Background: an optimization exercise with open tools, aiming at small area and a short achievable clock period. Do not read the settings as production practice. Function was not checked in any run shown here: the RTL went through the layout flow alone.

==> flow/design.v (outline; a module is shown in full before it is edited, if it fits) <==
// module lowp5: 1043 lines
// module bq_fa: 4 lines
// module bq_ha: 4 lines
module lowp5(signal_in, signal_out, time_constant, clock_in, reset, enable);
  // ...
==> flow/run.sh <==
#!/bin/bash
# synth_recipe.tcl (not shown) runs the flow's synth.tcl, then flattens the netlist and writes it again
# the make line also repeats each setting of config.mk as NAME=value (left out here)
make -C /OpenROAD-flow-scripts/flow DESIGN_CONFIG=/design/flow/config.mk WORK_HOME=/design/flow/orfs CLKGATE_MAP_FILE= SYNTH_SCRIPT=/design/flow/synth_recipe.tcl finish
==> flow/config.mk <==
export PLATFORM = sky130hd
export DESIGN_NAME = lowp5
export DESIGN_NICKNAME = lowp5
export VERILOG_FILES = /design/flow/design.v
export SDC_FILE = /design/flow/constraint.sdc
export NUM_CORES = 4
export LEC_CHECK = 0
export CAP_MARGIN = 20
export CORE_MARGIN = 2
export CORE_UTILIZATION = 40
export SETUP_SLACK_MARGIN = 5
export SLEW_MARGIN = 20
export SYNTH_HIERARCHICAL = 1
==> flow/constraint.sdc <==
create_clock -name core_clock -period 15.0 [get_ports {clock_in}]
set_input_delay 3.0000 -clock core_clock [delete_from_list [all_inputs] [get_ports {clock_in}]]
set_output_delay 3.0000 -clock core_clock [all_outputs]
set_load 0.01 [all_outputs]
==> summary.txt, run 1 <==
Slowest-stage cell, CP - edfxtp_1
Cts repair resizes - 0
Top cells by count, synth - fa_1, edfxtp_1, ha_1, inv_1, o21ai_0
Initial antenna violation count - 1
GR Util met2 - 38.1%
Mean post-synth cell area - 13.3 um^2
Post-Synth XOR/XNOR Area - 2.08%
Placed Area - 19800 um^2
Largest net degree at the start of global routing - 76
Outcome - finished clean
Vias - 11700
Hold_buf cts - 0
CP Class - reg2reg
Routed length per instance - 25.4 um
Largest cells by area after synthesis - fa_1, edfxtp_1, ha_1
Non-Filler Instances - 2052
Hold slack - 0.738 ns
Stages on worst setup path - 25
Simple-Gate Fraction of Synth Area - 5.33%
Total CTS buffers - 9
Met1 GRT Util - 30.5%
Clock Pin Slew Worst Setup and Hold Paths - 0.10 ns
First-pass GRT wire length - 79.6 mm
Hold crit path type - reg2reg
Setup bufs post-CTS - 0
Max cap viols - 0
Initial Utilization - 40.7%
Critical path required time - 15.20 ns
==> run 2: changes to the inputs <==
==> flow/design.v (replaced) <==
module lowp5(signal_in, signal_out, time_constant, clock_in, reset, enable);
input enable;
input signed [27:0] signal_in;
input signed [4:0] time_constant;
input clock_in;
input reset;
output signed [27:0] signal_out;
reg [27:0] x1, y1, y2n;
reg [29:0] r;
assign signal_out = y1;
wire [27:0] x = signal_in;
wire [28:0] e = {~y2n[27], ~y2n} - {y1[27], y1};
wire t1s, t1c;
bq_ha ut1 (.a(y2n[2]), .b(r[0]), .s(t1s), .co(t1c));
wire t2s, t2c;
bq_fa ut2 (.a(y2n[0]), .b(r[1]), .c(~y2n[3]), .s(t2s), .co(t2c));
wire t3s, t3c;
bq_ha ut3 (.a(t1c), .b(t2s), .s(t3s), .co(t3c));
wire t4s, t4c;
bq_fa ut4 (.a(y2n[4]), .b(y2n[1]), .c(r[2]), .s(t4s), .co(t4c));
wire t5s, t5c;
bq_fa ut5 (.a(r[0]), .b(y2n[3]), .c(t4s), .s(t5s), .co(t5c));
wire t6s, t6c;
bq_fa ut6 (.a(t2c), .b(t3c), .c(t5s), .s(t6s), .co(t6c));
wire t7s, t7c;
bq_ha ut7 (.a(t6s), .b(x[2]), .s(t7s), .co(t7c));
wire t8s, t8c;
bq_fa ut8 (.a(y1[0]), .b(y2n[5]), .c(y2n[2]), .s(t8s), .co(t8c));
wire t9s, t9c;
bq_fa ut9 (.a(r[3]), .b(r[1]), .c(r[0]), .s(t9s), .co(t9c));
wire t10s, t10c;
bq_fa ut10 (.a(t4c), .b(t8s), .c(t9s), .s(t10s), .co(t10c));
wire t11s, t11c;
bq_fa ut11 (.a(t5c), .b(t10s), .c(t6c), .s(t11s), .co(t11c));
wire t12s, t12c;
bq_fa ut12 (.a(t11s), .b(x[3]), .c(x[1]), .s(t12s), .co(t12c));
wire t13s, t13c;
bq_ha ut13 (.a(x[0]), .b(t7c), .s(t13s), .co(t13c));
wire t14s, t14c;
bq_fa ut14 (.a(y1[1]), .b(y2n[6]), .c(y2n[3]), .s(t14s), .co(t14c));
wire t15s, t15c;
bq_fa ut15 (.a(r[4]), .b(r[2]), .c(r[1]), .s(t15s), .co(t15c));
wire t16s, t16c;
bq_fa ut16 (.a(t8c), .b(t9c), .c(t14s), .s(t16s), .co(t16c));
wire t17s, t17c;
bq_fa ut17 (.a(t15s), .b(t10c), .c(t16s), .s(t17s), .co(t17c));
wire t18s, t18c;
bq_fa ut18 (.a(t17s), .b(t11c), .c(x[4]), .s(t18s), .co(t18c));
wire t19s, t19c;
bq_fa ut19 (.a(x[2]), .b(x[1]), .c(t12c), .s(t19s), .co(t19c));
wire t20s, t20c;
bq_ha ut20 (.a(t18s), .b(t13c), .s(t20s), .co(t20c));
wire t21s, t21c;
bq_fa ut21 (.a(y1[2]), .b(y2n[7]), .c(y2n[4]), .s(t21s), .co(t21c));
wire t22s, t22c;
bq_fa ut22 (.a(r[5]), .b(r[3]), .c(r[2]), .s(t22s), .co(t22c));
wire t23s, t23c;
bq_fa ut23 (.a(t14c), .b(t15c), .c(t21s), .s(t23s), .co(t23c));
wire t24s, t24c;
bq_fa ut24 (.a(t22s), .b(t16c), .c(t23s), .s(t24s), .co(t24c));
wire t25s, t25c;
bq_fa ut25 (.a(t17c), .b(t24s), .c(x[5]), .s(t25s), .co(t25c));
wire t26s, t26c;
bq_fa ut26 (.a(x[3]), .b(x[2]), .c(t18c), .s(t26s), .co(t26c));
wire t27s, t27c;
bq_fa ut27 (.a(t25s), .b(t20c), .c(t19c), .s(t27s), .co(t27c));
wire t28s, t28c;
bq_fa ut28 (.a(y1[3]), .b(y1[0]), .c(y2n[8]), .s(t28s), .co(t28c));
wire t29s, t29c;
bq_fa ut29 (.a(y2n[5]), .b(r[6]), .c(r[4]), .s(t29s), .co(t29c));
wire t30s, t30c;
bq_fa ut30 (.a(r[3]), .b(t21c), .c(t22c), .s(t30s), .co(t30c));
wire t31s, t31c;
bq_fa ut31 (.a(t28s), .b(t29s), .c(t23c), .s(t31s), .co(t31c));
wire t32s, t32c;
bq_fa ut32 (.a(t30s), .b(t31s), .c(t24c), .s(t32s), .co(t32c));
wire t33s, t33c;
bq_fa ut33 (.a(t32s), .b(x[6]), .c(x[4]), .s(t33s), .co(t33c));
wire t34s, t34c;
bq_fa ut34 (.a(x[3]), .b(t25c), .c(t33s), .s(t34s), .co(t34c));
wire t35s, t35c;
bq_ha ut35 (.a(t26c), .b(t34s), .s(t35s), .co(t35c));
wire t36s, t36c;
bq_fa ut36 (.a(y1[1]), .b(y2n[9]), .c(y2n[6]), .s(t36s), .co(t36c));
wire t37s, t37c;
bq_fa ut37 (.a(y2n[0]), .b(r[7]), .c(r[5]), .s(t37s), .co(t37c));
wire t38s, t38c;
bq_fa ut38 (.a(r[4]), .b(~y1[4]), .c(t28c), .s(t38s), .co(t38c));
wire t39s, t39c;
bq_fa ut39 (.a(t29c), .b(t36s), .c(t37s), .s(t39s), .co(t39c));
wire t40s, t40c;
bq_fa ut40 (.a(t30c), .b(t38s), .c(t39s), .s(t40s), .co(t40c));
wire t41s, t41c;
bq_fa ut41 (.a(t31c), .b(t40s), .c(t32c), .s(t41s), .co(t41c));
wire t42s, t42c;
bq_fa ut42 (.a(t41s), .b(x[7]), .c(x[5]), .s(t42s), .co(t42c));
wire t43s, t43c;
bq_fa ut43 (.a(x[4]), .b(t33c), .c(t42s), .s(t43s), .co(t43c));
wire t44s, t44c;
bq_ha ut44 (.a(t34c), .b(t43s), .s(t44s), .co(t44c));
wire t45s, t45c;
bq_fa ut45 (.a(y1[5]), .b(y1[2]), .c(y2n[10]), .s(t45s), .co(t45c));
wire t46s, t46c;
bq_fa ut46 (.a(y2n[7]), .b(y2n[1]), .c(r[8]), .s(t46s), .co(t46c));
wire t47s, t47c;
bq_fa ut47 (.a(r[6]), .b(r[5]), .c(y1[4]), .s(t47s), .co(t47c));
wire t48s, t48c;
bq_fa ut48 (.a(t36c), .b(t37c), .c(t45s), .s(t48s), .co(t48c));
wire t49s, t49c;
bq_fa ut49 (.a(t46s), .b(t47s), .c(t38c), .s(t49s), .co(t49c));
wire t50s, t50c;
bq_fa ut50 (.a(t39c), .b(t48s), .c(t49s), .s(t50s), .co(t50c));
wire t51s, t51c;
bq_fa ut51 (.a(t40c), .b(t50s), .c(t41c), .s(t51s), .co(t51c));
wire t52s, t52c;
bq_fa ut52 (.a(x[8]), .b(x[6]), .c(x[5]), .s(t52s), .co(t52c));
wire t53s, t53c;
bq_fa ut53 (.a(t51s), .b(t42c), .c(t52s), .s(t53s), .co(t53c));
wire t54s, t54c;
bq_ha ut54 (.a(t43c), .b(t53s), .s(t54s), .co(t54c));
wire t55s, t55c;
bq_fa ut55 (.a(y1[6]), .b(y1[3]), .c(y2n[11]), .s(t55s), .co(t55c));
wire t56s, t56c;
bq_fa ut56 (.a(y2n[8]), .b(y2n[2]), .c(r[9]), .s(t56s), .co(t56c));
wire t57s, t57c;
bq_fa ut57 (.a(r[7]), .b(r[6]), .c(t45c), .s(t57s), .co(t57c));
wire t58s, t58c;
bq_fa ut58 (.a(t46c), .b(t47c), .c(t55s), .s(t58s), .co(t58c));
wire t59s, t59c;
bq_fa ut59 (.a(t56s), .b(t48c), .c(t57s), .s(t59s), .co(t59c));
wire t60s, t60c;
bq_fa ut60 (.a(t58s), .b(t49c), .c(t59s), .s(t60s), .co(t60c));
wire t61s, t61c;
bq_fa ut61 (.a(t50c), .b(t60s), .c(e[0]), .s(t61s), .co(t61c));
wire t62s, t62c;
bq_fa ut62 (.a(t51c), .b(x[9]), .c(x[7]), .s(t62s), .co(t62c));
wire t63s, t63c;
bq_fa ut63 (.a(x[6]), .b(t61s), .c(t52c), .s(t63s), .co(t63c));
wire t64s, t64c;
bq_fa ut64 (.a(t62s), .b(t53c), .c(t63s), .s(t64s), .co(t64c));
wire t65s, t65c;
bq_fa ut65 (.a(y1[7]), .b(y1[4]), .c(y2n[12]), .s(t65s), .co(t65c));
wire t66s, t66c;
bq_fa ut66 (.a(y2n[9]), .b(y2n[3]), .c(r[10]), .s(t66s), .co(t66c));
wire t67s, t67c;
bq_fa ut67 (.a(r[8]), .b(r[7]), .c(t55c), .s(t67s), .co(t67c));
wire t68s, t68c;
bq_fa ut68 (.a(t56c), .b(t65s), .c(t66s), .s(t68s), .co(t68c));
wire t69s, t69c;
bq_fa ut69 (.a(t57c), .b(t58c), .c(t67s), .s(t69s), .co(t69c));
wire t70s, t70c;
bq_fa ut70 (.a(t68s), .b(t59c), .c(t69s), .s(t70s), .co(t70c));
wire t71s, t71c;
bq_fa ut71 (.a(t60c), .b(t70s), .c(e[1]), .s(t71s), .co(t71c));
wire t72s, t72c;
bq_fa ut72 (.a(t61c), .b(x[10]), .c(x[8]), .s(t72s), .co(t72c));
wire t73s, t73c;
bq_fa ut73 (.a(x[7]), .b(t71s), .c(t62c), .s(t73s), .co(t73c));
wire t74s, t74c;
bq_fa ut74 (.a(t72s), .b(t63c), .c(t73s), .s(t74s), .co(t74c));
wire t75s, t75c;
bq_fa ut75 (.a(y1[8]), .b(y1[5]), .c(y2n[13]), .s(t75s), .co(t75c));
wire t76s, t76c;
bq_fa ut76 (.a(y2n[10]), .b(y2n[4]), .c(r[11]), .s(t76s), .co(t76c));
wire t77s, t77c;
bq_fa ut77 (.a(r[9]), .b(r[8]), .c(t65c), .s(t77s), .co(t77c));
wire t78s, t78c;
bq_fa ut78 (.a(t66c), .b(t75s), .c(t76s), .s(t78s), .co(t78c));
wire t79s, t79c;
bq_fa ut79 (.a(t67c), .b(t68c), .c(t77s), .s(t79s), .co(t79c));
wire t80s, t80c;
bq_fa ut80 (.a(t78s), .b(t69c), .c(t79s), .s(t80s), .co(t80c));
wire t81s, t81c;
bq_fa ut81 (.a(t70c), .b(t80s), .c(e[2]), .s(t81s), .co(t81c));
wire t82s, t82c;
bq_fa ut82 (.a(e[0]), .b(t71c), .c(x[11]), .s(t82s), .co(t82c));
wire t83s, t83c;
bq_fa ut83 (.a(x[9]), .b(x[8]), .c(t81s), .s(t83s), .co(t83c));
wire t84s, t84c;
bq_fa ut84 (.a(t72c), .b(t82s), .c(t83s), .s(t84s), .co(t84c));
wire t85s, t85c;
bq_ha ut85 (.a(t73c), .b(t84s), .s(t85s), .co(t85c));
wire t86s, t86c;
bq_fa ut86 (.a(y1[9]), .b(y1[6]), .c(y2n[14]), .s(t86s), .co(t86c));
wire t87s, t87c;
bq_fa ut87 (.a(y2n[11]), .b(y2n[5]), .c(r[12]), .s(t87s), .co(t87c));
wire t88s, t88c;
bq_fa ut88 (.a(r[10]), .b(r[9]), .c(t75c), .s(t88s), .co(t88c));
wire t89s, t89c;
bq_fa ut89 (.a(t76c), .b(t86s), .c(t87s), .s(t89s), .co(t89c));
wire t90s, t90c;
bq_fa ut90 (.a(t77c), .b(t78c), .c(t88s), .s(t90s), .co(t90c));
wire t91s, t91c;
bq_fa ut91 (.a(t89s), .b(t79c), .c(t90s), .s(t91s), .co(t91c));
wire t92s, t92c;
bq_fa ut92 (.a(t80c), .b(t91s), .c(e[3]), .s(t92s), .co(t92c));
wire t93s, t93c;
bq_fa ut93 (.a(e[1]), .b(t81c), .c(x[12]), .s(t93s), .co(t93c));
wire t94s, t94c;
bq_fa ut94 (.a(x[10]), .b(x[9]), .c(t92s), .s(t94s), .co(t94c));
wire t95s, t95c;
bq_fa ut95 (.a(t82c), .b(t83c), .c(t93s), .s(t95s), .co(t95c));
wire t96s, t96c;
bq_fa ut96 (.a(t94s), .b(t84c), .c(t95s), .s(t96s), .co(t96c));
wire t97s, t97c;
bq_fa ut97 (.a(y1[10]), .b(y1[7]), .c(y2n[15]), .s(t97s), .co(t97c));
wire t98s, t98c;
bq_fa ut98 (.a(y2n[12]), .b(y2n[6]), .c(r[13]), .s(t98s), .co(t98c));
wire t99s, t99c;
bq_fa ut99 (.a(r[11]), .b(r[10]), .c(t86c), .s(t99s), .co(t99c));
wire t100s, t100c;
bq_fa ut100 (.a(t87c), .b(t97s), .c(t98s), .s(t100s), .co(t100c));
wire t101s, t101c;
bq_fa ut101 (.a(t88c), .b(t89c), .c(t99s), .s(t101s), .co(t101c));
wire t102s, t102c;
bq_fa ut102 (.a(t100s), .b(t90c), .c(t101s), .s(t102s), .co(t102c));
wire t103s, t103c;
bq_fa ut103 (.a(t91c), .b(t102s), .c(e[4]), .s(t103s), .co(t103c));
wire t104s, t104c;
bq_fa ut104 (.a(e[2]), .b(e[0]), .c(t92c), .s(t104s), .co(t104c));
wire t105s, t105c;
bq_fa ut105 (.a(x[13]), .b(x[11]), .c(x[10]), .s(t105s), .co(t105c));
wire t106s, t106c;
bq_fa ut106 (.a(t103s), .b(t93c), .c(t94c), .s(t106s), .co(t106c));
wire t107s, t107c;
bq_fa ut107 (.a(t104s), .b(t105s), .c(t95c), .s(t107s), .co(t107c));
wire t108s, t108c;
bq_ha ut108 (.a(t106s), .b(t96c), .s(t108s), .co(t108c));
wire t109s, t109c;
bq_fa ut109 (.a(y1[11]), .b(y1[8]), .c(y2n[16]), .s(t109s), .co(t109c));
wire t110s, t110c;
bq_fa ut110 (.a(y2n[13]), .b(y2n[7]), .c(r[14]), .s(t110s), .co(t110c));
wire t111s, t111c;
bq_fa ut111 (.a(r[12]), .b(r[11]), .c(t97c), .s(t111s), .co(t111c));
wire t112s, t112c;
bq_fa ut112 (.a(t98c), .b(t109s), .c(t110s), .s(t112s), .co(t112c));
wire t113s, t113c;
bq_fa ut113 (.a(t99c), .b(t100c), .c(t111s), .s(t113s), .co(t113c));
wire t114s, t114c;
bq_fa ut114 (.a(t112s), .b(t101c), .c(t113s), .s(t114s), .co(t114c));
wire t115s, t115c;
bq_fa ut115 (.a(t102c), .b(t114s), .c(e[5]), .s(t115s), .co(t115c));
wire t116s, t116c;
bq_fa ut116 (.a(e[3]), .b(e[1]), .c(e[0]), .s(t116s), .co(t116c));
wire t117s, t117c;
bq_fa ut117 (.a(t103c), .b(x[14]), .c(x[12]), .s(t117s), .co(t117c));
wire t118s, t118c;
bq_fa ut118 (.a(x[11]), .b(t115s), .c(t116s), .s(t118s), .co(t118c));
wire t119s, t119c;
bq_fa ut119 (.a(t104c), .b(t105c), .c(t117s), .s(t119s), .co(t119c));
wire t120s, t120c;
bq_fa ut120 (.a(t118s), .b(t106c), .c(t119s), .s(t120s), .co(t120c));
wire t121s, t121c;
bq_ha ut121 (.a(t107c), .b(t120s), .s(t121s), .co(t121c));
wire t122s, t122c;
bq_fa ut122 (.a(y1[12]), .b(y1[9]), .c(y2n[17]), .s(t122s), .co(t122c));
wire t123s, t123c;
bq_fa ut123 (.a(y2n[14]), .b(y2n[8]), .c(r[15]), .s(t123s), .co(t123c));
wire t124s, t124c;
bq_fa ut124 (.a(r[13]), .b(r[12]), .c(t109c), .s(t124s), .co(t124c));
wire t125s, t125c;
bq_fa ut125 (.a(t110c), .b(t122s), .c(t123s), .s(t125s), .co(t125c));
wire t126s, t126c;
bq_fa ut126 (.a(t111c), .b(t112c), .c(t124s), .s(t126s), .co(t126c));
wire t127s, t127c;
bq_fa ut127 (.a(t125s), .b(t113c), .c(t126s), .s(t127s), .co(t127c));
wire t128s, t128c;
bq_fa ut128 (.a(t114c), .b(t127s), .c(e[6]), .s(t128s), .co(t128c));
wire t129s, t129c;
bq_fa ut129 (.a(e[4]), .b(e[2]), .c(e[1]), .s(t129s), .co(t129c));
wire t130s, t130c;
bq_fa ut130 (.a(t115c), .b(t116c), .c(x[15]), .s(t130s), .co(t130c));
wire t131s, t131c;
bq_fa ut131 (.a(x[13]), .b(x[12]), .c(t128s), .s(t131s), .co(t131c));
wire t132s, t132c;
bq_fa ut132 (.a(t129s), .b(t117c), .c(t118c), .s(t132s), .co(t132c));
wire t133s, t133c;
bq_fa ut133 (.a(t130s), .b(t131s), .c(t119c), .s(t133s), .co(t133c));
wire t134s, t134c;
bq_fa ut134 (.a(t132s), .b(t120c), .c(t133s), .s(t134s), .co(t134c));
wire t135s, t135c;
bq_fa ut135 (.a(y1[13]), .b(y1[10]), .c(y2n[18]), .s(t135s), .co(t135c));
wire t136s, t136c;
bq_fa ut136 (.a(y2n[15]), .b(y2n[9]), .c(r[16]), .s(t136s), .co(t136c));
wire t137s, t137c;
bq_fa ut137 (.a(r[14]), .b(r[13]), .c(t122c), .s(t137s), .co(t137c));
wire t138s, t138c;
bq_fa ut138 (.a(t123c), .b(t135s), .c(t136s), .s(t138s), .co(t138c));
wire t139s, t139c;
bq_fa ut139 (.a(t124c), .b(t125c), .c(t137s), .s(t139s), .co(t139c));
wire t140s, t140c;
bq_fa ut140 (.a(t138s), .b(t126c), .c(t139s), .s(t140s), .co(t140c));
wire t141s, t141c;
bq_fa ut141 (.a(t127c), .b(t140s), .c(e[7]), .s(t141s), .co(t141c));
wire t142s, t142c;
bq_fa ut142 (.a(e[5]), .b(e[3]), .c(e[2]), .s(t142s), .co(t142c));
wire t143s, t143c;
bq_fa ut143 (.a(e[0]), .b(t128c), .c(t129c), .s(t143s), .co(t143c));
wire t144s, t144c;
bq_fa ut144 (.a(x[16]), .b(x[14]), .c(x[13]), .s(t144s), .co(t144c));
wire t145s, t145c;
bq_fa ut145 (.a(t141s), .b(t142s), .c(t130c), .s(t145s), .co(t145c));
wire t146s, t146c;
bq_fa ut146 (.a(t131c), .b(t143s), .c(t144s), .s(t146s), .co(t146c));
wire t147s, t147c;
bq_fa ut147 (.a(t132c), .b(t145s), .c(t146s), .s(t147s), .co(t147c));
wire t148s, t148c;
bq_ha ut148 (.a(t133c), .b(t147s), .s(t148s), .co(t148c));
wire t149s, t149c;
bq_fa ut149 (.a(y1[14]), .b(y1[11]), .c(y2n[19]), .s(t149s), .co(t149c));
wire t150s, t150c;
bq_fa ut150 (.a(y2n[16]), .b(y2n[10]), .c(r[17]), .s(t150s), .co(t150c));
wire t151s, t151c;
bq_fa ut151 (.a(r[15]), .b(r[14]), .c(t135c), .s(t151s), .co(t151c));
wire t152s, t152c;
bq_fa ut152 (.a(t136c), .b(t149s), .c(t150s), .s(t152s), .co(t152c));
wire t153s, t153c;
bq_fa ut153 (.a(t137c), .b(t138c), .c(t151s), .s(t153s), .co(t153c));
wire t154s, t154c;
bq_fa ut154 (.a(t152s), .b(t139c), .c(t153s), .s(t154s), .co(t154c));
wire t155s, t155c;
bq_fa ut155 (.a(t140c), .b(t154s), .c(e[8]), .s(t155s), .co(t155c));
wire t156s, t156c;
bq_fa ut156 (.a(e[6]), .b(e[4]), .c(e[3]), .s(t156s), .co(t156c));
wire t157s, t157c;
bq_fa ut157 (.a(e[1]), .b(t141c), .c(t142c), .s(t157s), .co(t157c));
wire t158s, t158c;
bq_fa ut158 (.a(x[17]), .b(x[15]), .c(x[14]), .s(t158s), .co(t158c));
wire t159s, t159c;
bq_fa ut159 (.a(t155s), .b(t156s), .c(t143c), .s(t159s), .co(t159c));
wire t160s, t160c;
bq_fa ut160 (.a(t144c), .b(t157s), .c(t158s), .s(t160s), .co(t160c));
wire t161s, t161c;
bq_fa ut161 (.a(t145c), .b(t159s), .c(t146c), .s(t161s), .co(t161c));
wire t162s, t162c;
bq_fa ut162 (.a(t160s), .b(t147c), .c(t161s), .s(t162s), .co(t162c));
wire t163s, t163c;
bq_fa ut163 (.a(y1[15]), .b(y1[12]), .c(y2n[20]), .s(t163s), .co(t163c));
wire t164s, t164c;
bq_fa ut164 (.a(y2n[17]), .b(y2n[11]), .c(r[18]), .s(t164s), .co(t164c));
wire t165s, t165c;
bq_fa ut165 (.a(r[16]), .b(r[15]), .c(t149c), .s(t165s), .co(t165c));
wire t166s, t166c;
bq_fa ut166 (.a(t150c), .b(t163s), .c(t164s), .s(t166s), .co(t166c));
wire t167s, t167c;
bq_fa ut167 (.a(t151c), .b(t152c), .c(t165s), .s(t167s), .co(t167c));
wire t168s, t168c;
bq_fa ut168 (.a(t166s), .b(t153c), .c(t167s), .s(t168s), .co(t168c));
wire t169s, t169c;
bq_fa ut169 (.a(t154c), .b(t168s), .c(e[9]), .s(t169s), .co(t169c));
wire t170s, t170c;
bq_fa ut170 (.a(e[7]), .b(e[5]), .c(e[4]), .s(t170s), .co(t170c));
wire t171s, t171c;
bq_fa ut171 (.a(e[2]), .b(t155c), .c(t156c), .s(t171s), .co(t171c));
wire t172s, t172c;
bq_fa ut172 (.a(x[18]), .b(x[16]), .c(x[15]), .s(t172s), .co(t172c));
wire t173s, t173c;
bq_fa ut173 (.a(t169s), .b(t170s), .c(t157c), .s(t173s), .co(t173c));
wire t174s, t174c;
bq_fa ut174 (.a(t158c), .b(t171s), .c(t172s), .s(t174s), .co(t174c));
wire t175s, t175c;
bq_fa ut175 (.a(t159c), .b(t173s), .c(t160c), .s(t175s), .co(t175c));
wire t176s, t176c;
bq_fa ut176 (.a(t174s), .b(t161c), .c(t175s), .s(t176s), .co(t176c));
wire t177s, t177c;
bq_fa ut177 (.a(y1[16]), .b(y1[13]), .c(y2n[21]), .s(t177s), .co(t177c));
wire t178s, t178c;
bq_fa ut178 (.a(y2n[18]), .b(y2n[12]), .c(r[19]), .s(t178s), .co(t178c));
wire t179s, t179c;
bq_fa ut179 (.a(r[17]), .b(r[16]), .c(t163c), .s(t179s), .co(t179c));
wire t180s, t180c;
bq_fa ut180 (.a(t164c), .b(t177s), .c(t178s), .s(t180s), .co(t180c));
wire t181s, t181c;
bq_fa ut181 (.a(t165c), .b(t166c), .c(t179s), .s(t181s), .co(t181c));
wire t182s, t182c;
bq_fa ut182 (.a(t180s), .b(t167c), .c(t181s), .s(t182s), .co(t182c));
wire t183s, t183c;
bq_fa ut183 (.a(t168c), .b(t182s), .c(e[10]), .s(t183s), .co(t183c));
wire t184s, t184c;
bq_fa ut184 (.a(e[8]), .b(e[6]), .c(e[5]), .s(t184s), .co(t184c));
wire t185s, t185c;
bq_fa ut185 (.a(e[3]), .b(t169c), .c(t170c), .s(t185s), .co(t185c));
wire t186s, t186c;
bq_fa ut186 (.a(x[19]), .b(x[17]), .c(x[16]), .s(t186s), .co(t186c));
wire t187s, t187c;
bq_fa ut187 (.a(t183s), .b(t184s), .c(t171c), .s(t187s), .co(t187c));
wire t188s, t188c;
bq_fa ut188 (.a(t172c), .b(t185s), .c(t186s), .s(t188s), .co(t188c));
wire t189s, t189c;
bq_fa ut189 (.a(t173c), .b(t187s), .c(t174c), .s(t189s), .co(t189c));
wire t190s, t190c;
bq_fa ut190 (.a(t188s), .b(t175c), .c(t189s), .s(t190s), .co(t190c));
wire t191s, t191c;
bq_fa ut191 (.a(y1[17]), .b(y1[14]), .c(y2n[22]), .s(t191s), .co(t191c));
wire t192s, t192c;
bq_fa ut192 (.a(y2n[19]), .b(y2n[13]), .c(r[20]), .s(t192s), .co(t192c));
wire t193s, t193c;
bq_fa ut193 (.a(r[18]), .b(r[17]), .c(t177c), .s(t193s), .co(t193c));
wire t194s, t194c;
bq_fa ut194 (.a(t178c), .b(t191s), .c(t192s), .s(t194s), .co(t194c));
wire t195s, t195c;
bq_fa ut195 (.a(t179c), .b(t180c), .c(t193s), .s(t195s), .co(t195c));
wire t196s, t196c;
bq_fa ut196 (.a(t194s), .b(t181c), .c(t195s), .s(t196s), .co(t196c));
wire t197s, t197c;
bq_fa ut197 (.a(t182c), .b(t196s), .c(e[11]), .s(t197s), .co(t197c));
wire t198s, t198c;
bq_fa ut198 (.a(e[9]), .b(e[7]), .c(e[6]), .s(t198s), .co(t198c));
wire t199s, t199c;
bq_fa ut199 (.a(e[4]), .b(t183c), .c(t184c), .s(t199s), .co(t199c));
wire t200s, t200c;
bq_fa ut200 (.a(x[20]), .b(x[18]), .c(x[17]), .s(t200s), .co(t200c));
wire t201s, t201c;
bq_fa ut201 (.a(t197s), .b(t198s), .c(t185c), .s(t201s), .co(t201c));
wire t202s, t202c;
bq_fa ut202 (.a(t186c), .b(t199s), .c(t200s), .s(t202s), .co(t202c));
wire t203s, t203c;
bq_fa ut203 (.a(t187c), .b(t201s), .c(t188c), .s(t203s), .co(t203c));
wire t204s, t204c;
bq_fa ut204 (.a(t202s), .b(t189c), .c(t203s), .s(t204s), .co(t204c));
wire t205s, t205c;
bq_fa ut205 (.a(y1[18]), .b(y1[15]), .c(y2n[23]), .s(t205s), .co(t205c));
wire t206s, t206c;
bq_fa ut206 (.a(y2n[20]), .b(y2n[14]), .c(r[21]), .s(t206s), .co(t206c));
wire t207s, t207c;
bq_fa ut207 (.a(r[19]), .b(r[18]), .c(t191c), .s(t207s), .co(t207c));
wire t208s, t208c;
bq_fa ut208 (.a(t192c), .b(t205s), .c(t206s), .s(t208s), .co(t208c));
wire t209s, t209c;
bq_fa ut209 (.a(t193c), .b(t194c), .c(t207s), .s(t209s), .co(t209c));
wire t210s, t210c;
bq_fa ut210 (.a(t208s), .b(t195c), .c(t209s), .s(t210s), .co(t210c));
wire t211s, t211c;
bq_fa ut211 (.a(t196c), .b(t210s), .c(e[12]), .s(t211s), .co(t211c));
wire t212s, t212c;
bq_fa ut212 (.a(e[10]), .b(e[8]), .c(e[7]), .s(t212s), .co(t212c));
wire t213s, t213c;
bq_fa ut213 (.a(e[5]), .b(t197c), .c(t198c), .s(t213s), .co(t213c));
wire t214s, t214c;
bq_fa ut214 (.a(x[21]), .b(x[19]), .c(x[18]), .s(t214s), .co(t214c));
wire t215s, t215c;
bq_fa ut215 (.a(t211s), .b(t212s), .c(t199c), .s(t215s), .co(t215c));
wire t216s, t216c;
bq_fa ut216 (.a(t200c), .b(t213s), .c(t214s), .s(t216s), .co(t216c));
wire t217s, t217c;
bq_fa ut217 (.a(t201c), .b(t215s), .c(t202c), .s(t217s), .co(t217c));
wire t218s, t218c;
bq_fa ut218 (.a(t216s), .b(t203c), .c(t217s), .s(t218s), .co(t218c));
wire t219s, t219c;
bq_fa ut219 (.a(y1[19]), .b(y1[16]), .c(y2n[24]), .s(t219s), .co(t219c));
wire t220s, t220c;
bq_fa ut220 (.a(y2n[21]), .b(y2n[15]), .c(r[22]), .s(t220s), .co(t220c));
wire t221s, t221c;
bq_fa ut221 (.a(r[20]), .b(r[19]), .c(t205c), .s(t221s), .co(t221c));
wire t222s, t222c;
bq_fa ut222 (.a(t206c), .b(t219s), .c(t220s), .s(t222s), .co(t222c));
wire t223s, t223c;
bq_fa ut223 (.a(t207c), .b(t208c), .c(t221s), .s(t223s), .co(t223c));
wire t224s, t224c;
bq_fa ut224 (.a(t222s), .b(t209c), .c(t223s), .s(t224s), .co(t224c));
wire t225s, t225c;
bq_fa ut225 (.a(t210c), .b(t224s), .c(e[13]), .s(t225s), .co(t225c));
wire t226s, t226c;
bq_fa ut226 (.a(e[11]), .b(e[9]), .c(e[8]), .s(t226s), .co(t226c));
wire t227s, t227c;
bq_fa ut227 (.a(e[6]), .b(t211c), .c(t212c), .s(t227s), .co(t227c));
wire t228s, t228c;
bq_fa ut228 (.a(x[22]), .b(x[20]), .c(x[19]), .s(t228s), .co(t228c));
wire t229s, t229c;
bq_fa ut229 (.a(t225s), .b(t226s), .c(t213c), .s(t229s), .co(t229c));
wire t230s, t230c;
bq_fa ut230 (.a(t214c), .b(t227s), .c(t228s), .s(t230s), .co(t230c));
wire t231s, t231c;
bq_fa ut231 (.a(t215c), .b(t229s), .c(t216c), .s(t231s), .co(t231c));
wire t232s, t232c;
bq_fa ut232 (.a(t230s), .b(t217c), .c(t231s), .s(t232s), .co(t232c));
wire t233s, t233c;
bq_fa ut233 (.a(y1[20]), .b(y1[17]), .c(y2n[25]), .s(t233s), .co(t233c));
wire t234s, t234c;
bq_fa ut234 (.a(y2n[22]), .b(y2n[16]), .c(r[23]), .s(t234s), .co(t234c));
wire t235s, t235c;
bq_fa ut235 (.a(r[21]), .b(r[20]), .c(t219c), .s(t235s), .co(t235c));
wire t236s, t236c;
bq_fa ut236 (.a(t220c), .b(t233s), .c(t234s), .s(t236s), .co(t236c));
wire t237s, t237c;
bq_fa ut237 (.a(t221c), .b(t222c), .c(t235s), .s(t237s), .co(t237c));
wire t238s, t238c;
bq_fa ut238 (.a(t236s), .b(t223c), .c(t237s), .s(t238s), .co(t238c));
wire t239s, t239c;
bq_fa ut239 (.a(t224c), .b(t238s), .c(e[14]), .s(t239s), .co(t239c));
wire t240s, t240c;
bq_fa ut240 (.a(e[12]), .b(e[10]), .c(e[9]), .s(t240s), .co(t240c));
wire t241s, t241c;
bq_fa ut241 (.a(e[7]), .b(t225c), .c(t226c), .s(t241s), .co(t241c));
wire t242s, t242c;
bq_fa ut242 (.a(x[23]), .b(x[21]), .c(x[20]), .s(t242s), .co(t242c));
wire t243s, t243c;
bq_fa ut243 (.a(t239s), .b(t240s), .c(t227c), .s(t243s), .co(t243c));
wire t244s, t244c;
bq_fa ut244 (.a(t228c), .b(t241s), .c(t242s), .s(t244s), .co(t244c));
wire t245s, t245c;
bq_fa ut245 (.a(t229c), .b(t243s), .c(t230c), .s(t245s), .co(t245c));
wire t246s, t246c;
bq_fa ut246 (.a(t244s), .b(t231c), .c(t245s), .s(t246s), .co(t246c));
wire t247s, t247c;
bq_fa ut247 (.a(y1[21]), .b(y1[18]), .c(y2n[26]), .s(t247s), .co(t247c));
wire t248s, t248c;
bq_fa ut248 (.a(y2n[23]), .b(y2n[17]), .c(r[24]), .s(t248s), .co(t248c));
wire t249s, t249c;
bq_fa ut249 (.a(r[22]), .b(r[21]), .c(t233c), .s(t249s), .co(t249c));
wire t250s, t250c;
bq_fa ut250 (.a(t234c), .b(t247s), .c(t248s), .s(t250s), .co(t250c));
wire t251s, t251c;
bq_fa ut251 (.a(t235c), .b(t236c), .c(t249s), .s(t251s), .co(t251c));
wire t252s, t252c;
bq_fa ut252 (.a(t250s), .b(t237c), .c(t251s), .s(t252s), .co(t252c));
wire t253s, t253c;
bq_fa ut253 (.a(t238c), .b(t252s), .c(e[15]), .s(t253s), .co(t253c));
wire t254s, t254c;
bq_fa ut254 (.a(e[13]), .b(e[11]), .c(e[10]), .s(t254s), .co(t254c));
wire t255s, t255c;
bq_fa ut255 (.a(e[8]), .b(t239c), .c(t240c), .s(t255s), .co(t255c));
wire t256s, t256c;
bq_fa ut256 (.a(x[24]), .b(x[22]), .c(x[21]), .s(t256s), .co(t256c));
wire t257s, t257c;
bq_fa ut257 (.a(t253s), .b(t254s), .c(t241c), .s(t257s), .co(t257c));
wire t258s, t258c;
bq_fa ut258 (.a(t242c), .b(t255s), .c(t256s), .s(t258s), .co(t258c));
wire t259s, t259c;
bq_fa ut259 (.a(t243c), .b(t257s), .c(t244c), .s(t259s), .co(t259c));
wire t260s, t260c;
bq_fa ut260 (.a(t258s), .b(t245c), .c(t259s), .s(t260s), .co(t260c));
wire t261s, t261c;
bq_fa ut261 (.a(y1[19]), .b(y2n[24]), .c(y2n[18]), .s(t261s), .co(t261c));
wire t262s, t262c;
bq_fa ut262 (.a(r[25]), .b(r[23]), .c(r[22]), .s(t262s), .co(t262c));
wire t263s, t263c;
bq_fa ut263 (.a(~y2n[27]), .b(~y1[22]), .c(t247c), .s(t263s), .co(t263c));
wire t264s, t264c;
bq_fa ut264 (.a(t248c), .b(t261s), .c(t262s), .s(t264s), .co(t264c));
wire t265s, t265c;
bq_fa ut265 (.a(t249c), .b(t250c), .c(t263s), .s(t265s), .co(t265c));
wire t266s, t266c;
bq_fa ut266 (.a(t264s), .b(t251c), .c(t265s), .s(t266s), .co(t266c));
wire t267s, t267c;
bq_fa ut267 (.a(t252c), .b(t266s), .c(e[16]), .s(t267s), .co(t267c));
wire t268s, t268c;
bq_fa ut268 (.a(e[14]), .b(e[12]), .c(e[11]), .s(t268s), .co(t268c));
wire t269s, t269c;
bq_fa ut269 (.a(e[9]), .b(t253c), .c(t254c), .s(t269s), .co(t269c));
wire t270s, t270c;
bq_fa ut270 (.a(x[25]), .b(x[23]), .c(x[22]), .s(t270s), .co(t270c));
wire t271s, t271c;
bq_fa ut271 (.a(t267s), .b(t268s), .c(t255c), .s(t271s), .co(t271c));
wire t272s, t272c;
bq_fa ut272 (.a(t256c), .b(t269s), .c(t270s), .s(t272s), .co(t272c));
wire t273s, t273c;
bq_fa ut273 (.a(t257c), .b(t271s), .c(t258c), .s(t273s), .co(t273c));
wire t274s, t274c;
bq_fa ut274 (.a(t272s), .b(t259c), .c(t273s), .s(t274s), .co(t274c));
wire t275s, t275c;
bq_fa ut275 (.a(y1[20]), .b(y2n[25]), .c(y2n[19]), .s(t275s), .co(t275c));
wire t276s, t276c;
bq_fa ut276 (.a(r[26]), .b(r[24]), .c(r[23]), .s(t276s), .co(t276c));
wire t277s, t277c;
bq_fa ut277 (.a(y1[22]), .b(~y1[23]), .c(t261c), .s(t277s), .co(t277c));
wire t278s, t278c;
bq_fa ut278 (.a(t262c), .b(t275s), .c(t276s), .s(t278s), .co(t278c));
wire t279s, t279c;
bq_fa ut279 (.a(t263c), .b(t264c), .c(t277s), .s(t279s), .co(t279c));
wire t280s, t280c;
bq_fa ut280 (.a(t278s), .b(t265c), .c(t279s), .s(t280s), .co(t280c));
wire t281s, t281c;
bq_fa ut281 (.a(t266c), .b(t280s), .c(e[17]), .s(t281s), .co(t281c));
wire t282s, t282c;
bq_fa ut282 (.a(e[15]), .b(e[13]), .c(e[12]), .s(t282s), .co(t282c));
wire t283s, t283c;
bq_fa ut283 (.a(e[10]), .b(t267c), .c(t268c), .s(t283s), .co(t283c));
wire t284s, t284c;
bq_fa ut284 (.a(x[26]), .b(x[24]), .c(x[23]), .s(t284s), .co(t284c));
wire t285s, t285c;
bq_fa ut285 (.a(t281s), .b(t282s), .c(t269c), .s(t285s), .co(t285c));
wire t286s, t286c;
bq_fa ut286 (.a(t270c), .b(t283s), .c(t284s), .s(t286s), .co(t286c));
wire t287s, t287c;
bq_fa ut287 (.a(t271c), .b(t285s), .c(t272c), .s(t287s), .co(t287c));
wire t288s, t288c;
bq_fa ut288 (.a(t286s), .b(t273c), .c(t287s), .s(t288s), .co(t288c));
wire t289s, t289c;
bq_fa ut289 (.a(y1[21]), .b(y2n[26]), .c(y2n[20]), .s(t289s), .co(t289c));
wire t290s, t290c;
bq_fa ut290 (.a(y2n[0]), .b(r[27]), .c(r[25]), .s(t290s), .co(t290c));
wire t291s, t291c;
bq_fa ut291 (.a(r[24]), .b(y1[23]), .c(~y1[24]), .s(t291s), .co(t291c));
wire t292s, t292c;
bq_fa ut292 (.a(t275c), .b(t276c), .c(t289s), .s(t292s), .co(t292c));
wire t293s, t293c;
bq_fa ut293 (.a(t290s), .b(t291s), .c(t277c), .s(t293s), .co(t293c));
wire t294s, t294c;
bq_fa ut294 (.a(t278c), .b(t292s), .c(t293s), .s(t294s), .co(t294c));
wire t295s, t295c;
bq_fa ut295 (.a(t279c), .b(t294s), .c(t280c), .s(t295s), .co(t295c));
wire t296s, t296c;
bq_fa ut296 (.a(e[18]), .b(e[16]), .c(e[14]), .s(t296s), .co(t296c));
wire t297s, t297c;
bq_fa ut297 (.a(e[13]), .b(e[11]), .c(t295s), .s(t297s), .co(t297c));
wire t298s, t298c;
bq_fa ut298 (.a(t281c), .b(t282c), .c(x[25]), .s(t298s), .co(t298c));
wire t299s, t299c;
bq_fa ut299 (.a(x[24]), .b(t296s), .c(t297s), .s(t299s), .co(t299c));
wire t300s, t300c;
bq_fa ut300 (.a(~x[27]), .b(t283c), .c(t284c), .s(t300s), .co(t300c));
wire t301s, t301c;
bq_fa ut301 (.a(t298s), .b(t299s), .c(t285c), .s(t301s), .co(t301c));
wire t302s, t302c;
bq_fa ut302 (.a(t286c), .b(t300s), .c(t301s), .s(t302s), .co(t302c));
wire t303s, t303c;
bq_ha ut303 (.a(t287c), .b(t302s), .s(t303s), .co(t303c));
wire t304s, t304c;
bq_fa ut304 (.a(y1[25]), .b(y1[22]), .c(y1[0]), .s(t304s), .co(t304c));
wire t305s, t305c;
bq_fa ut305 (.a(y2n[21]), .b(y2n[1]), .c(r[28]), .s(t305s), .co(t305c));
wire t306s, t306c;
bq_fa ut306 (.a(r[26]), .b(r[25]), .c(y1[24]), .s(t306s), .co(t306c));
wire t307s, t307c;
bq_fa ut307 (.a(~y2n[27]), .b(t289c), .c(t290c), .s(t307s), .co(t307c));
wire t308s, t308c;
bq_fa ut308 (.a(t304s), .b(t305s), .c(t306s), .s(t308s), .co(t308c));
wire t309s, t309c;
bq_fa ut309 (.a(t291c), .b(t292c), .c(t307s), .s(t309s), .co(t309c));
wire t310s, t310c;
bq_fa ut310 (.a(t308s), .b(t293c), .c(t309s), .s(t310s), .co(t310c));
wire t311s, t311c;
bq_fa ut311 (.a(t294c), .b(t310s), .c(e[19]), .s(t311s), .co(t311c));
wire t312s, t312c;
bq_fa ut312 (.a(e[17]), .b(e[15]), .c(e[14]), .s(t312s), .co(t312c));
wire t313s, t313c;
bq_fa ut313 (.a(e[12]), .b(t295c), .c(t296c), .s(t313s), .co(t313c));
wire t314s, t314c;
bq_fa ut314 (.a(x[26]), .b(x[25]), .c(t311s), .s(t314s), .co(t314c));
wire t315s, t315c;
bq_fa ut315 (.a(t312s), .b(t297c), .c(t298c), .s(t315s), .co(t315c));
wire t316s, t316c;
bq_fa ut316 (.a(t313s), .b(t299c), .c(t314s), .s(t316s), .co(t316c));
wire t317s, t317c;
bq_fa ut317 (.a(t300c), .b(t315s), .c(t316s), .s(t317s), .co(t317c));
wire t318s, t318c;
bq_fa ut318 (.a(t301c), .b(t317s), .c(t302c), .s(t318s), .co(t318c));
wire t319s, t319c;
bq_fa ut319 (.a(y1[23]), .b(y1[1]), .c(y2n[22]), .s(t319s), .co(t319c));
wire t320s, t320c;
bq_fa ut320 (.a(y2n[2]), .b(r[27]), .c(r[26]), .s(t320s), .co(t320c));
wire t321s, t321c;
bq_fa ut321 (.a(~r[29]), .b(~y1[26]), .c(t304c), .s(t321s), .co(t321c));
wire t322s, t322c;
bq_fa ut322 (.a(t305c), .b(t306c), .c(t319s), .s(t322s), .co(t322c));
wire t323s, t323c;
bq_fa ut323 (.a(t320s), .b(t307c), .c(t308c), .s(t323s), .co(t323c));
wire t324s, t324c;
bq_fa ut324 (.a(t321s), .b(t322s), .c(t309c), .s(t324s), .co(t324c));
wire t325s, t325c;
bq_fa ut325 (.a(t323s), .b(t310c), .c(t324s), .s(t325s), .co(t325c));
wire t326s, t326c;
bq_fa ut326 (.a(e[20]), .b(e[18]), .c(e[16]), .s(t326s), .co(t326c));
wire t327s, t327c;
bq_fa ut327 (.a(e[15]), .b(e[13]), .c(t325s), .s(t327s), .co(t327c));
wire t328s, t328c;
bq_fa ut328 (.a(t311c), .b(t312c), .c(x[26]), .s(t328s), .co(t328c));
wire t329s, t329c;
bq_fa ut329 (.a(t326s), .b(t327s), .c(~x[27]), .s(t329s), .co(t329c));
wire t330s, t330c;
bq_fa ut330 (.a(t313c), .b(t314c), .c(t328s), .s(t330s), .co(t330c));
wire t331s, t331c;
bq_fa ut331 (.a(t329s), .b(t315c), .c(t316c), .s(t331s), .co(t331c));
wire t332s, t332c;
bq_fa ut332 (.a(t330s), .b(t317c), .c(t331s), .s(t332s), .co(t332c));
wire t333s, t333c;
bq_fa ut333 (.a(y1[24]), .b(y1[2]), .c(y2n[23]), .s(t333s), .co(t333c));
wire t334s, t334c;
bq_fa ut334 (.a(y2n[3]), .b(r[28]), .c(r[27]), .s(t334s), .co(t334c));
wire t335s, t335c;
bq_fa ut335 (.a(y1[26]), .b(~y1[27]), .c(t319c), .s(t335s), .co(t335c));
wire t336s, t336c;
bq_fa ut336 (.a(t320c), .b(t333s), .c(t334s), .s(t336s), .co(t336c));
wire t337s, t337c;
bq_fa ut337 (.a(t321c), .b(t322c), .c(t335s), .s(t337s), .co(t337c));
wire t338s, t338c;
bq_fa ut338 (.a(t336s), .b(t323c), .c(t337s), .s(t338s), .co(t338c));
wire t339s, t339c;
bq_fa ut339 (.a(t324c), .b(t338s), .c(e[21]), .s(t339s), .co(t339c));
wire t340s, t340c;
bq_fa ut340 (.a(e[19]), .b(e[17]), .c(e[16]), .s(t340s), .co(t340c));
wire t341s, t341c;
bq_fa ut341 (.a(e[14]), .b(t325c), .c(t326c), .s(t341s), .co(t341c));
wire t342s, t342c;
bq_fa ut342 (.a(t339s), .b(t340s), .c(t327c), .s(t342s), .co(t342c));
wire t343s, t343c;
bq_fa ut343 (.a(~x[27]), .b(t328c), .c(t341s), .s(t343s), .co(t343c));
wire t344s, t344c;
bq_fa ut344 (.a(t342s), .b(t329c), .c(t330c), .s(t344s), .co(t344c));
wire t345s, t345c;
bq_fa ut345 (.a(t343s), .b(t331c), .c(t344s), .s(t345s), .co(t345c));
wire t346s, t346c;
bq_fa ut346 (.a(y1[3]), .b(y2n[24]), .c(y2n[4]), .s(t346s), .co(t346c));
wire t347s, t347c;
bq_fa ut347 (.a(r[28]), .b(~r[29]), .c(~y1[25]), .s(t347s), .co(t347c));
wire t348s, t348c;
bq_fa ut348 (.a(t333c), .b(t334c), .c(t346s), .s(t348s), .co(t348c));
wire t349s, t349c;
bq_fa ut349 (.a(t347s), .b(t335c), .c(t336c), .s(t349s), .co(t349c));
wire t350s, t350c;
bq_fa ut350 (.a(t348s), .b(t337c), .c(t349s), .s(t350s), .co(t350c));
wire t351s, t351c;
bq_fa ut351 (.a(t338c), .b(t350s), .c(e[22]), .s(t351s), .co(t351c));
wire t352s, t352c;
bq_fa ut352 (.a(e[20]), .b(e[18]), .c(e[17]), .s(t352s), .co(t352c));
wire t353s, t353c;
bq_fa ut353 (.a(e[15]), .b(t339c), .c(t340c), .s(t353s), .co(t353c));
wire t354s, t354c;
bq_fa ut354 (.a(t351s), .b(t352s), .c(t341c), .s(t354s), .co(t354c));
wire t355s, t355c;
bq_fa ut355 (.a(t353s), .b(t342c), .c(t343c), .s(t355s), .co(t355c));
wire t356s, t356c;
bq_fa ut356 (.a(t354s), .b(t344c), .c(t355s), .s(t356s), .co(t356c));
wire t357s, t357c;
bq_fa ut357 (.a(y1[4]), .b(y2n[25]), .c(y2n[5]), .s(t357s), .co(t357c));
wire t358s, t358c;
bq_fa ut358 (.a(y1[25]), .b(~r[29]), .c(~y1[26]), .s(t358s), .co(t358c));
wire t359s, t359c;
bq_fa ut359 (.a(t346c), .b(t357s), .c(t347c), .s(t359s), .co(t359c));
wire t360s, t360c;
bq_fa ut360 (.a(t358s), .b(t348c), .c(t359s), .s(t360s), .co(t360c));
wire t361s, t361c;
bq_fa ut361 (.a(t349c), .b(t360s), .c(t350c), .s(t361s), .co(t361c));
wire t362s, t362c;
bq_fa ut362 (.a(e[23]), .b(e[21]), .c(e[19]), .s(t362s), .co(t362c));
wire t363s, t363c;
bq_fa ut363 (.a(e[18]), .b(e[16]), .c(t361s), .s(t363s), .co(t363c));
wire t364s, t364c;
bq_fa ut364 (.a(t351c), .b(t352c), .c(t362s), .s(t364s), .co(t364c));
wire t365s, t365c;
bq_fa ut365 (.a(t363s), .b(t353c), .c(t364s), .s(t365s), .co(t365c));
wire t366s, t366c;
bq_fa ut366 (.a(t354c), .b(t365s), .c(t355c), .s(t366s), .co(t366c));
wire t367s, t367c;
bq_fa ut367 (.a(y2n[26]), .b(y2n[6]), .c(y1[26]), .s(t367s), .co(t367c));
wire t368s, t368c;
bq_fa ut368 (.a(~y1[27]), .b(~y1[5]), .c(t357c), .s(t368s), .co(t368c));
wire t369s, t369c;
bq_fa ut369 (.a(t367s), .b(t358c), .c(t368s), .s(t369s), .co(t369c));
wire t370s, t370c;
bq_fa ut370 (.a(t359c), .b(t369s), .c(t360c), .s(t370s), .co(t370c));
wire t371s, t371c;
bq_fa ut371 (.a(t370s), .b(e[24]), .c(e[22]), .s(t371s), .co(t371c));
wire t372s, t372c;
bq_fa ut372 (.a(e[20]), .b(e[19]), .c(e[17]), .s(t372s), .co(t372c));
wire t373s, t373c;
bq_fa ut373 (.a(t361c), .b(t362c), .c(t363c), .s(t373s), .co(t373c));
wire t374s, t374c;
bq_fa ut374 (.a(t371s), .b(t372s), .c(t364c), .s(t374s), .co(t374c));
wire t375s, t375c;
bq_fa ut375 (.a(t373s), .b(t365c), .c(t374s), .s(t375s), .co(t375c));
wire t376s, t376c;
bq_fa ut376 (.a(y2n[7]), .b(y1[5]), .c(~y2n[27]), .s(t376s), .co(t376c));
wire t377s, t377c;
bq_fa ut377 (.a(~y1[6]), .b(t367c), .c(t376s), .s(t377s), .co(t377c));
wire t378s, t378c;
bq_fa ut378 (.a(t368c), .b(t377s), .c(t369c), .s(t378s), .co(t378c));
wire t379s, t379c;
bq_fa ut379 (.a(t378s), .b(t370c), .c(e[25]), .s(t379s), .co(t379c));
wire t380s, t380c;
bq_fa ut380 (.a(e[23]), .b(e[21]), .c(e[20]), .s(t380s), .co(t380c));
wire t381s, t381c;
bq_fa ut381 (.a(e[18]), .b(t371c), .c(t372c), .s(t381s), .co(t381c));
wire t382s, t382c;
bq_fa ut382 (.a(t379s), .b(t380s), .c(t373c), .s(t382s), .co(t382c));
wire t383s, t383c;
bq_fa ut383 (.a(t381s), .b(t374c), .c(t382s), .s(t383s), .co(t383c));
wire t384s, t384c;
bq_fa ut384 (.a(y1[7]), .b(y2n[8]), .c(y1[6]), .s(t384s), .co(t384c));
wire t385s, t385c;
bq_fa ut385 (.a(t384s), .b(t376c), .c(t377c), .s(t385s), .co(t385c));
wire t386s, t386c;
bq_fa ut386 (.a(t385s), .b(t378c), .c(e[26]), .s(t386s), .co(t386c));
wire t387s, t387c;
bq_fa ut387 (.a(e[24]), .b(e[22]), .c(e[21]), .s(t387s), .co(t387c));
wire t388s, t388c;
bq_fa ut388 (.a(e[19]), .b(t379c), .c(t380c), .s(t388s), .co(t388c));
wire t389s, t389c;
bq_fa ut389 (.a(t386s), .b(t387s), .c(t381c), .s(t389s), .co(t389c));
wire t390s, t390c;
bq_fa ut390 (.a(t388s), .b(t382c), .c(t389s), .s(t390s), .co(t390c));
wire t391s, t391c;
bq_fa ut391 (.a(y2n[9]), .b(~y1[8]), .c(t384c), .s(t391s), .co(t391c));
wire t392s, t392c;
bq_fa ut392 (.a(t391s), .b(t385c), .c(e[27]), .s(t392s), .co(t392c));
wire t393s, t393c;
bq_fa ut393 (.a(e[25]), .b(e[23]), .c(e[22]), .s(t393s), .co(t393c));
wire t394s, t394c;
bq_fa ut394 (.a(e[20]), .b(t386c), .c(t387c), .s(t394s), .co(t394c));
wire t395s, t395c;
bq_fa ut395 (.a(t392s), .b(t393s), .c(t388c), .s(t395s), .co(t395c));
wire t396s, t396c;
bq_fa ut396 (.a(t394s), .b(t389c), .c(t395s), .s(t396s), .co(t396c));
wire t397s, t397c;
bq_fa ut397 (.a(y1[9]), .b(y2n[10]), .c(y1[8]), .s(t397s), .co(t397c));
wire t398s, t398c;
bq_fa ut398 (.a(t397s), .b(t391c), .c(e[26]), .s(t398s), .co(t398c));
wire t399s, t399c;
bq_fa ut399 (.a(e[24]), .b(e[23]), .c(e[21]), .s(t399s), .co(t399c));
wire t400s, t400c;
bq_fa ut400 (.a(~e[28]), .b(t392c), .c(t393c), .s(t400s), .co(t400c));
wire t401s, t401c;
bq_fa ut401 (.a(t398s), .b(t399s), .c(t394c), .s(t401s), .co(t401c));
wire t402s, t402c;
bq_fa ut402 (.a(t400s), .b(t395c), .c(t401s), .s(t402s), .co(t402c));
wire t403s, t403c;
bq_fa ut403 (.a(y2n[11]), .b(~y1[10]), .c(t397c), .s(t403s), .co(t403c));
wire t404s, t404c;
bq_fa ut404 (.a(t403s), .b(e[27]), .c(e[25]), .s(t404s), .co(t404c));
wire t405s, t405c;
bq_fa ut405 (.a(e[24]), .b(e[22]), .c(t398c), .s(t405s), .co(t405c));
wire t406s, t406c;
bq_fa ut406 (.a(t399c), .b(t404s), .c(t400c), .s(t406s), .co(t406c));
wire t407s, t407c;
bq_fa ut407 (.a(t405s), .b(t401c), .c(t406s), .s(t407s), .co(t407c));
wire t408s, t408c;
bq_fa ut408 (.a(y1[11]), .b(y2n[12]), .c(y1[10]), .s(t408s), .co(t408c));
wire t409s, t409c;
bq_fa ut409 (.a(t408s), .b(t403c), .c(e[26]), .s(t409s), .co(t409c));
wire t410s, t410c;
bq_fa ut410 (.a(e[25]), .b(e[23]), .c(~e[28]), .s(t410s), .co(t410c));
wire t411s, t411c;
bq_fa ut411 (.a(t404c), .b(t409s), .c(t410s), .s(t411s), .co(t411c));
wire t412s, t412c;
bq_fa ut412 (.a(t405c), .b(t411s), .c(t406c), .s(t412s), .co(t412c));
wire t413s, t413c;
bq_fa ut413 (.a(y2n[13]), .b(~y1[12]), .c(t408c), .s(t413s), .co(t413c));
wire t414s, t414c;
bq_fa ut414 (.a(t413s), .b(e[27]), .c(e[26]), .s(t414s), .co(t414c));
wire t415s, t415c;
bq_fa ut415 (.a(e[24]), .b(t409c), .c(t414s), .s(t415s), .co(t415c));
wire t416s, t416c;
bq_fa ut416 (.a(t410c), .b(t415s), .c(t411c), .s(t416s), .co(t416c));
wire t417s, t417c;
bq_fa ut417 (.a(y1[13]), .b(y2n[14]), .c(y1[12]), .s(t417s), .co(t417c));
wire t418s, t418c;
bq_fa ut418 (.a(t417s), .b(t413c), .c(e[27]), .s(t418s), .co(t418c));
wire t419s, t419c;
bq_fa ut419 (.a(e[25]), .b(~e[28]), .c(t414c), .s(t419s), .co(t419c));
wire t420s, t420c;
bq_fa ut420 (.a(t418s), .b(t415c), .c(t419s), .s(t420s), .co(t420c));
wire t421s, t421c;
bq_fa ut421 (.a(y1[14]), .b(y2n[15]), .c(t417c), .s(t421s), .co(t421c));
wire t422s, t422c;
bq_fa ut422 (.a(t421s), .b(e[26]), .c(~e[28]), .s(t422s), .co(t422c));
wire t423s, t423c;
bq_fa ut423 (.a(t418c), .b(t422s), .c(t419c), .s(t423s), .co(t423c));
wire t424s, t424c;
bq_fa ut424 (.a(y2n[16]), .b(~y1[15]), .c(t421c), .s(t424s), .co(t424c));
wire t425s, t425c;
bq_fa ut425 (.a(t424s), .b(e[27]), .c(t422c), .s(t425s), .co(t425c));
wire t426s, t426c;
bq_fa ut426 (.a(y1[16]), .b(y2n[17]), .c(y1[15]), .s(t426s), .co(t426c));
wire t427s, t427c;
bq_fa ut427 (.a(t426s), .b(t424c), .c(~e[28]), .s(t427s), .co(t427c));
wire t428s, t428c;
bq_fa ut428 (.a(y2n[18]), .b(~y1[17]), .c(t426c), .s(t428s), .co(t428c));
wire t429s, t429c;
bq_fa ut429 (.a(y2n[19]), .b(y1[17]), .c(~y1[18]), .s(t429s), .co(t429c));
wire t430s, t430c;
bq_fa ut430 (.a(y2n[20]), .b(y1[18]), .c(~y1[19]), .s(t430s), .co(t430c));
wire t431s, t431c;
bq_fa ut431 (.a(y2n[21]), .b(y1[19]), .c(~y1[20]), .s(t431s), .co(t431c));
wire t432s, t432c;
bq_fa ut432 (.a(y2n[22]), .b(y1[20]), .c(~y1[21]), .s(t432s), .co(t432c));
wire t433s, t433c;
bq_fa ut433 (.a(y2n[23]), .b(y1[21]), .c(~y1[22]), .s(t433s), .co(t433c));
wire t434s, t434c;
bq_fa ut434 (.a(y2n[24]), .b(y1[22]), .c(~y1[23]), .s(t434s), .co(t434c));
wire t435s, t435c;
bq_fa ut435 (.a(y2n[25]), .b(y1[23]), .c(~y1[24]), .s(t435s), .co(t435c));
wire t436s, t436c;
bq_fa ut436 (.a(y2n[26]), .b(y1[24]), .c(~y1[25]), .s(t436s), .co(t436c));
wire t437s, t437c;
bq_fa ut437 (.a(y1[26]), .b(y1[25]), .c(~y2n[27]), .s(t437s), .co(t437c));
wire [59:0] ra = {1'b1, ~y1[27], t436c, t435c, t434c, t433c, t432c, t431c, t430c, t429c, t428c, t427c, t425c, t423c, t420c, t416c, t412c, t407c, t402c, t396c, t390c, t383c, t375c, t366c, t356c, t345c, t332c, t318c, t303c, t288c, t274c, t260c, t246c, t232c, t218c, t204c, t190c, t176c, t162c, t148c, t134c, t121c, t108c, t107s, t85c, t74c, t64c, t54c, t44c, t35c, t27c, t26s, t19s, t12s, x[0], x[1], x[0], y2n[1], ~y2n[0], 1'b0};
wire [59:0] rb = {1'b0, t437c, t437s, t436s, t435s, t434s, t433s, t432s, t431s, t430s, t429s, t428s, t427s, t425s, t423s, t420s, t416s, t412s, t407s, t402s, t396s, t390s, t383s, t375s, t366s, t356s, t345s, t332s, t318s, t303s, t288s, t274s, t260s, t246s, t232s, t218s, t204s, t190s, t176s, t162s, t148s, t134s, t121s, t108s, t96s, t85s, t74s, t64s, t54s, t44s, t35s, t27s, t20s, t13s, t7s, t3s, t1s, y2n[0], 1'b0, 1'b0};
wire [59:0] m = ra + rb;
wire [27:0] ynew = {m[59], m[56:30]};
wire [27:0] xm = reset ? x : x1;
wire [29:0] rnext = {x[27], x, 1'b0} + {{2{xm[27]}}, xm};
always @(posedge clock_in) begin
  if (reset | enable) r <= rnext;
  if (reset) begin
    x1 <= signal_in; y1 <= signal_in; y2n <= ~signal_in;
  end else if (enable) begin
    x1 <= x; y1 <= ynew; y2n <= ~y1;
  end
end
endmodule
module bq_fa(input a, input b, input c, output s, output co);
assign s = a ^ b ^ c;
assign co = (a & b) | (a & c) | (b & c);
endmodule
module bq_ha(input a, input b, output s, output co);
assign s = a ^ b;
assign co = a & b;
endmodule
==> flow/flow/run.sh (new file) <==
#!/bin/bash
set -euo pipefail
MARGIN=$(cat flow/margin.txt 2>/dev/null || echo 5)
bash standard.sh \
  "BUFFER_PORTS_ARGS=-buffer_cell sky130_fd_sc_hd__buf_2" \
  "SETUP_SLACK_MARGIN=$MARGIN" \
  finish > flow_make.log 2>&1
==> flow/flow/margin.txt (new file) <==
7
==> flow/standard.sh (new file) <==
#!/bin/bash
# synth_recipe.tcl (not shown) runs the flow's synth.tcl, then flattens the netlist and writes it again
# the make line also repeats each setting of config.mk as NAME=value (left out here)
make -C /OpenROAD-flow-scripts/flow DESIGN_CONFIG=/design/flow/config.mk WORK_HOME=/design/flow/orfs CLKGATE_MAP_FILE= SYNTH_SCRIPT=/design/flow/synth_recipe.tcl "${@:-finish}"
==> flow/config.mk (replaced) <==
export PLATFORM = sky130hd
export DESIGN_NAME = lowp5
export DESIGN_NICKNAME = lowp5
export VERILOG_FILES = /design/flow/design.v
export SDC_FILE = /design/flow/constraint.sdc
export NUM_CORES = 4
export LEC_CHECK = 0
export CAP_MARGIN = 20
export CORE_MARGIN = 2
export CORE_UTILIZATION = 40
export SLEW_MARGIN = 20
export SYNTH_HIERARCHICAL = 1
removed: flow/run.sh
==> run 2 against run 1 <==
Net effect:
- hold slack lost 0.14 ns
- still clean on timing, DRC and antenna
- wire length up 6.0%
- cell count rose by 9.7%
- design area rose by 3.4%
- area after synthesis shrank 0.81%
- global-route usage grew 1.3 points
- utilization is 1.7 points higher
- via count grew 10%
- critical path type unchanged
==> summary.txt, run 2 <==
Outcome - finished clean
Final cycle utilization of the critical path - 51.9%
Max reg flops - 30
Initial DRC Count - 953
DR vias/cell - 5.70
Max_slew headroom - 27.1%
Worst-Margin Slew - 1.09 ns
First-pass GRT wire length - 83.4 mm (+4.8%)
Tot GR Track Use - 24.3%
H-tree levels - 4
Final HPWL DP - 46.1 mm
Wl on met1 - 23.4 mm
Largest area contributor in the netlist - fa_1
DIE WIDTH - 218 um
RSZ-0062 raised after global routing - no
Max cap viols - 0 (unchanged)
Clock Skew - 0.0177 ns
Mean post-synth cell area - 12.2 um^2 (-8.1%)
Die H - 218 um
IO buf count - 58
Die area - 47700 um^2
Commonest non-fill, non-tap cell in the layout - fa_1
Number of global-route vias before repair - 13600
I/O pin cnt - 64
Hold crit path type - reg2reg
Layout area overhead - 13.4%
Max layer used - met4
Most frequent cells in the layout - fa_1, ha_1, edfxtp_1
Row count - 78
Post-Syn Area - 18400 um^2
CP peak stage delay - 0.58 ns
Primary FF master, synth - edfxtp_1
Top cells by count, synth - fa_1, ha_1, edfxtp_1, inv_1, a21oi_1
Gp weighted congestion - 0.962
Mapped Cells - 1507
Fin nets - 2224
Hold slack - 0.597 ns (-0.140 ns)
Crit Path Max Fanout - 6
WL met3 - 3.62 mm
Setup crit start kind - flip-flop
Pre-CTS setup slack - 5.71 ns
Detailed-route DRC error count - 0
Clock Pin Slew Worst Setup and Hold Paths - 0.06 ns (-0.04 ns)
Cell mode on critical path - fa_1
Initial Utilization - 40.5% (-0.16 points)
CTS Buffer Depth - 2
Core footprint - 45400 um^2
Synth unique cells - 64
Final WL - 55.2 mm
Critical path required time - 15.19 ns (about the same)
# clock sinks - 114
Worst setup EP type - flip-flop
Routed length per instance - 24.5 um (-3.4%)
Yosys reg bits - 114
Final TNS setup - 0 ns
Most flops, register - r
Grt ovf - 0
Final Hold Fails - 0
Share of layout cells above drive strength 1 - 13.8%
Top-count cell post-synth - fa_1
Max-slew violations - 0
Slowest-stage cell, CP - fa_1
ANT nets after route - 0
Syn. warnings - 7
Hold_buf cts - 0 (unchanged)
Initial antenna violation count - 1 (unchanged)
DR pass1 iterations - 5
Insertion delay to the later sink of the worst-skew pair - 0.46 ns
Worst path arrival time - 7.98 ns
Fmax - 0.128 GHz
Crit-path cells - fa_1 -> fa_1 -> fa_1 -> fa_1 -> fa_1 -> fa_1 -> fa_1 -> fa_1 -> fa_1 -> fa_1 -> ha_1 -> and2_1 -> o211ai_1 -> and3b_1 -> o21ai_2 -> o21a_2 -> o211ai_1 -> a21boi_0 -> o31ai_1
Largest cells by area after synthesis - fa_1, edfxtp_1, ha_1
Mapped Nets - 2094
Setup violations, final - 0
Total CTS buffers - 17 (+8)
Fin crit period - 7.79 ns
Synth async-reset ratio - 0%
CTS root buffer - clkbuf_16
Number of synthesized flops with an enable pin - 114
Wire length on met2 - 26.2 mm
PnR worst setup slack - 7.21 ns
Seq/Total Area, Yosys - 18.6%
CP Class - reg2reg
Vias - 12800 (+10%)
CTS tree - done
Synth top area share - 46.4%
Largest net degree at the start of global routing - 66 (-13%)
[run 2: cell count changes after synthesis, moves of 12 or more]
cell	change
fa_1	-73
ha_1	+29
a21oi_1	+28
xnor2_1	+20
inv_1	+15
nand2_1	+15
o211ai_1	+13
o21ai_1	+12
[run 2: kinds of logic (layout without fill, tap and decap cells)]
group | after synthesis | count (layout) | share of synthesized area, %
flip-flops | 114 | 114 | 18.6
multiplexers | 7 | 7 | 0.408
adder cells (fa/ha/maj) | 551 | 551 | 54.9
XOR/XNOR | 65 | 65 | 3.10
buffers and inverters | 134 | 277 | 2.75
AO/OA/AOI/OAI | 381 | 381 | 13.3
other | 0 | 1 | 0
AND/OR/NAND/NOR | 255 | 255 | 6.96
[run 2: routing by layer]
metal | vias to the layer above | track usage (%)
met1 | 6708 | 32.5
met4 | 0 | 8.78
met2 | 482 | 39.1
met5 | - | 0
li1 | 5552 | -
met3 | 87 | 4.89
[run 2: modules after synthesis (local to each module, per instance)]
module / cells inside / flops+latches / times used
bq_fa: 1 / 0 / 424
bq_ha: 1 / 0 / 13
lowp5: 1070 / 114 / 1
[run 2: final cells by class]
cell class                      instances  area (um^2)
Inverter                              109          409
Multi-Input combinational cell       1259        14800
Clock inverter                         15          144
Clock buffer                           17          425
Antenna cell                            1         2.50
Timing Repair Buffer                  136          891
Fill cell                            4166        24500
Sequential cell                       114         3420
Tap cell                              600          751
[run 2: critical path, delay by kind of cell, from the launching register on]
family	cells	cell delay [ns]
flip-flops	1	0.48
adder cells (fa/ha/maj)	11	5.23
AO/OA/AOI/OAI	6	1.24
AND/OR/NAND/NOR	2	0.57
[run 2: per-stage QoR]
| stage | std cells | utilization, % | area, um^2 |
|---|---|---|---|
| 2_1_floorplan | 1507 | - | 18400 |
| 3_3_place_gp | 2148 | 42.7 | 19400 |
| 3_5_place_dp | 2148 | 42.7 | 19400 |
| 4_1_cts | 2194 | 44.7 | 20300 |
| 5_1_grt | 2250 | 45.9 | 20800 |
| 6_report | 2251 | 45.9 | 20800 |
[run 2: final timing paths]
check                           slack, ns        startpoint          endpoint  depth (start not counted)
worst max-delay path                 7.21  y1[18]$_DFFE_PP_  y1[26]$_DFFE_PP_                         19
worst min-delay path                 0.60   x1[0]$_DFFE_PP_    r[0]$_DFFE_PP_                          2
worst max register to register       7.21  y1[18]$_DFFE_PP_  y1[26]$_DFFE_PP_                         19
worst min register to register       0.60   x1[0]$_DFFE_PP_    r[0]$_DFFE_PP_                          2
[run 2: timing repair]
action,in CTS,in global routing
gates resized for setup,27,30
setup buffers,14,55
setup endpoints to repair,28,25
pin swaps,3,9

==> re-timing with driven ports <==
In the flow no input, the clock included, has a driving cell. The finished layouts below were timed again as built, in two steps. Step 1 assumes that a clkbuf_16 drives the clock port and a buf_2 every other input. Step 2, shift: input delay + t, output delay - t, t = (earliest + latest rising clock arrival at the registers) / 2. This alone moves slack from input paths to output paths. Three values: no drivers, after step 1, after step 2; two values: the first two.
run	shift t [ns]	setup WS [ns]	worst setup path after step 2	slew at the worst register clock pin (ns)
run 1	0.430	5.784 / 5.784 / 5.784	register to register	0.10 / 0.10
run 2	0.505	7.209 / 7.209 / 7.114	input to register	0.07 / 0.07
After both steps setup and hold are still met in every run listed. For run 2, which loses most, drivers alone change the setup slack by 0.000 ns; drivers and shift together by -0.095 ns.
